From an optimization exercise on the open Yosys and OpenROAD flow, aimed at small area; shortcuts taken in it are not production practice. RTL that was checked went through simulation tests only; none was proved equivalent to the original. Power and IR drop assume default switching activity.

old:
// toslink_core
module toslink_core(
    input 	  clock,
    input 	  reset,
    input 	  tos_in,
    input [7:0]   usb_data_in,
    output [7:0]  usb_data_out,
    output 	  usb_data_oe,
    input 	  usb_rxf,
    input 	  usb_txe,
    output 	  usb_rd,
    output 	  usb_wr,
    output 	  usb_siwua,
    output 	  port0_cmd_en,
    output [2:0]  port0_cmd_instr,
    output [5:0]  port0_cmd_bl,
    output [29:0] port0_cmd_byte_addr,
    output 	  port0_wr_en,
    output [31:0] port0_wr_data,
    input 	  port0_wr_full,
    output 	  port0_rd_en,
    input [31:0]  port0_rd_data,
    input 	  port0_rd_empty,
    output 	  port1_cmd_en,
    output [2:0]  port1_cmd_instr,
    output [5:0]  port1_cmd_bl,
    output [29:0] port1_cmd_byte_addr,
    output 	  port1_wr_en,
    output [31:0] port1_wr_data,
    output 	  done_led,
    output 	  sync_led,
    output [15:0] debug);
export LEC_CHECK = 0
export CAP_MARGIN = 20
export CORE_MARGIN = 2
export CORE_UTILIZATION = 65
export SLEW_MARGIN = 20
export BUFFER_PORTS_ARGS = -buffer_cell sky130_fd_sc_hd__buf_1
export CTS_ARGS = -sink_clustering_enable -repair_clock_nets -dont_use_dummy_load -buf_list sky130_fd_sc_hd__clkbuf_4 -sink_clustering_size 10 -sink_clustering_max_diameter 40
create_clock -name core_clock -period 10.0 [get_ports {clock}]
standard.sh (not shown) runs the stock make flow with config.mk's settings and CLKGATE_MAP_FILE= SYNTH_SCRIPT=/design/flow/synth_recipe.tcl, a recipe that flattens the netlist after the stock synthesis.
==> flow/flow/run.sh <==
#!/bin/bash
# The standard layout, with three changes:
#  - ABC maps the combinational logic for area (dc2, then dch and amap -m twelve times) instead of speed; the
#    rest of the synthesis is synth_recipe.tcl's (same flip-flops and names);
#  - buf_1 port buffers;
#  - a clock tree of clkbuf_4 without dummy loads.
# make's output goes to standard.log; each tool's to the ORFS logs.
set -e
here=$PWD
cat > my_synth.tcl <<EOS
proc abc {args} {
  set i [lsearch \$args -script]
  set args [lreplace \$args \$i [expr {\$i+1}] -script $here/flow/abc_area.script]
  yosys abc {*}\$args
}
EOS
cat synth_recipe.tcl >> my_synth.tcl
cat >> config.mk <<'EOC'
export BUFFER_PORTS_ARGS = -buffer_cell sky130_fd_sc_hd__buf_1
export CTS_ARGS = -sink_clustering_enable -repair_clock_nets -dont_use_dummy_load -buf_list sky130_fd_sc_hd__clkbuf_4 -sink_clustering_size 10 -sink_clustering_max_diameter 40
EOC
bash standard.sh SYNTH_SCRIPT=$here/my_synth.tcl finish > standard.log 2>&1
==> flow/flow/abc_area.script <==
strash
ifraig
dc2
dch -f
amap -m
strash
dch -f
amap -m
strash
dch -f
amap -m
strash
dch -f
amap -m
strash
dch -f
amap -m
strash
dch -f
amap -m
strash
dch -f
amap -m
strash
dch -f
amap -m
strash
dch -f
amap -m
strash
dch -f
amap -m
strash
dch -f
amap -m
strash
dch -f
amap -m
topo
diff inputs: old => new
-- flow/design.v --
<<< old, line 73
   wire       tos_wsync = sw_head && sw[3:1] == 3'b010;
   wire       tos_sync = tos_bsync || tos_msync || tos_wsync;
   reg [29:0] word_lo;
   reg 	      parity;
   wire [31:0] word = { parity, 1'b0, word_lo };
   reg        word_complete;
   wire       prev_bm = syncword[0];
>>> new, line 73
   wire       tos_wsync = sw_head && sw[3:1] == 3'b010;
   wire       tos_sync = tos_bsync || tos_msync || tos_wsync;
   reg [31:0] word;
   reg        word_complete;
   wire       prev_bm = syncword[0];
<<< old, line 177
	 if (tos_sync) begin
	    bm_bit <= 1'b1;
	    parity <= 1'b0;
	    word_lo[1:0] <= { tos_msync, tos_wsync };
	    bits <= 5'd4;
	 end else if (sync) begin
	    bm_bit <= ~bm_bit;
	    if (bm_bit) begin
	       parity <= parity ^ decoded_bit;
	       word_lo <= { word_lo[28:0], decoded_bit };
	       bits <= bits + 1'b1;
	    end
>>> new, line 175
	 if (tos_sync) begin
	    bm_bit <= 1'b1;
	    word[31] <= 1'b0;
	    word[2:0] <= { 1'b0, tos_msync, tos_wsync };
	    bits <= 5'd4;
	 end else if (sync) begin
	    bm_bit <= ~bm_bit;
	    if (bm_bit) begin
	       word <= { word[31] ^ decoded_bit, word[29:0], decoded_bit };
	       bits <= bits + 1'b1;
	    end
<<< old, line 241
   reg [1:0]  kind;
   reg [1:0]  argndx;
   reg [29:2] args0;   
   reg [31:0] args1;   
   reg [3:0]  state;
>>> new, line 238
   reg [1:0]  kind;
   reg [1:0]  argndx;
   reg [31:0] args0;   
   reg [31:0] args1;   
   reg [3:0]  state;
<<< old, line 336
   assign rd_en = state == STATE_READ_BURST && tx_en;
   assign wr_data = rx;
   assign capture_frames = rx;
   wire       advance = state == STATE_READ ||
			(state == STATE_WRITE_BURST && burst_done);
>>> new, line 333
   assign rd_en = state == STATE_READ_BURST && tx_en;
   assign wr_data = rx;
   assign capture_frames = args0;
   wire       advance = state == STATE_READ ||
			(state == STATE_WRITE_BURST && burst_done);
<<< old, line 343
       args0[29:7] <= args0[29:7] + 1'b1;
     else if (next_state == STATE_ARGS && rx_ce && !argndx[0])
       args0 <= rx[29:2];
   wire        ld_read = next_state == STATE_READ_BURST && !rd_empty;
   wire        ld_status = next_state == STATE_STATUS;
>>> new, line 340
       args0[29:7] <= args0[29:7] + 1'b1;
     else if (next_state == STATE_ARGS && rx_ce && !argndx[0])
       args0 <= rx;
   wire        ld_read = next_state == STATE_READ_BURST && !rd_empty;
   wire        ld_status = next_state == STATE_STATUS;
[summary]
- The flow did not stop early for new: all stages ran, and the layout cleared the timing, design-rule and antenna checks.
- Compared with old, new shows number of fill cells that has gone up by a few percent.
- Lower power goes to new over old.
- Compared with old, in new maximum clock frequency rose by 0.0076 GHz; met1 global-route usage higher.
- The number of DRC violations after detailed-routing iteration 0 reported for new is greater than that of old by about 25%.
- Delta (new minus old): internal reg-to-reg setup slack went up 0.34 ns; area overhead of the layout relative to synthesis went down 0.89 points.
- Comparing old and new, the lower actual slew at the worst max-slew pin is on new.
- Changes observed in new relative to old: final setup slack of the worst path now sits higher, via count has remained practically unchanged.
- Relative to old, relative contribution of combinational cells to total power has gone down in new.
- Comparing old and new, the lower internal cell power was measured on new.
- Sequential share of layout area in new is 0.54 points above old.
- Compared with old, new shows end-of-flow core utilization lower by 1.3 points.
Only the layout flow was run in old; the RTL was not checked for function there.

## port drivers added, routing unchanged
The flow's constraints put no driver on any port. The routed layouts listed below were extracted and timed again, unchanged, in two steps. Step 1 sets driving cells, clkbuf_16 on the clock port and buf_2 on the other inputs (assumed; they add their load-dependent delay and slew). Step 2 times the ports against the registers' clock, not the clock port: input delays grow and output delays shrink by t, the midpoint of the rising clock arrivals with the driver on. Slacks: ideal ports / drivers / drivers and shift; pairs: ideal ports / drivers.
run | t, ns | slack for setup (ns) | hold slack, ns | clock arrival spread, ns
old | 0.831 | 3.124 / 3.124 / 3.124 | 0.388 / 0.388 / 0.388 | 0.118 / 0.118
new | 0.838 | 3.467 / 3.467 / 3.467 | 0.392 / 0.392 / 0.392 | 0.090 / 0.089
After both steps every run listed still meets setup and hold.
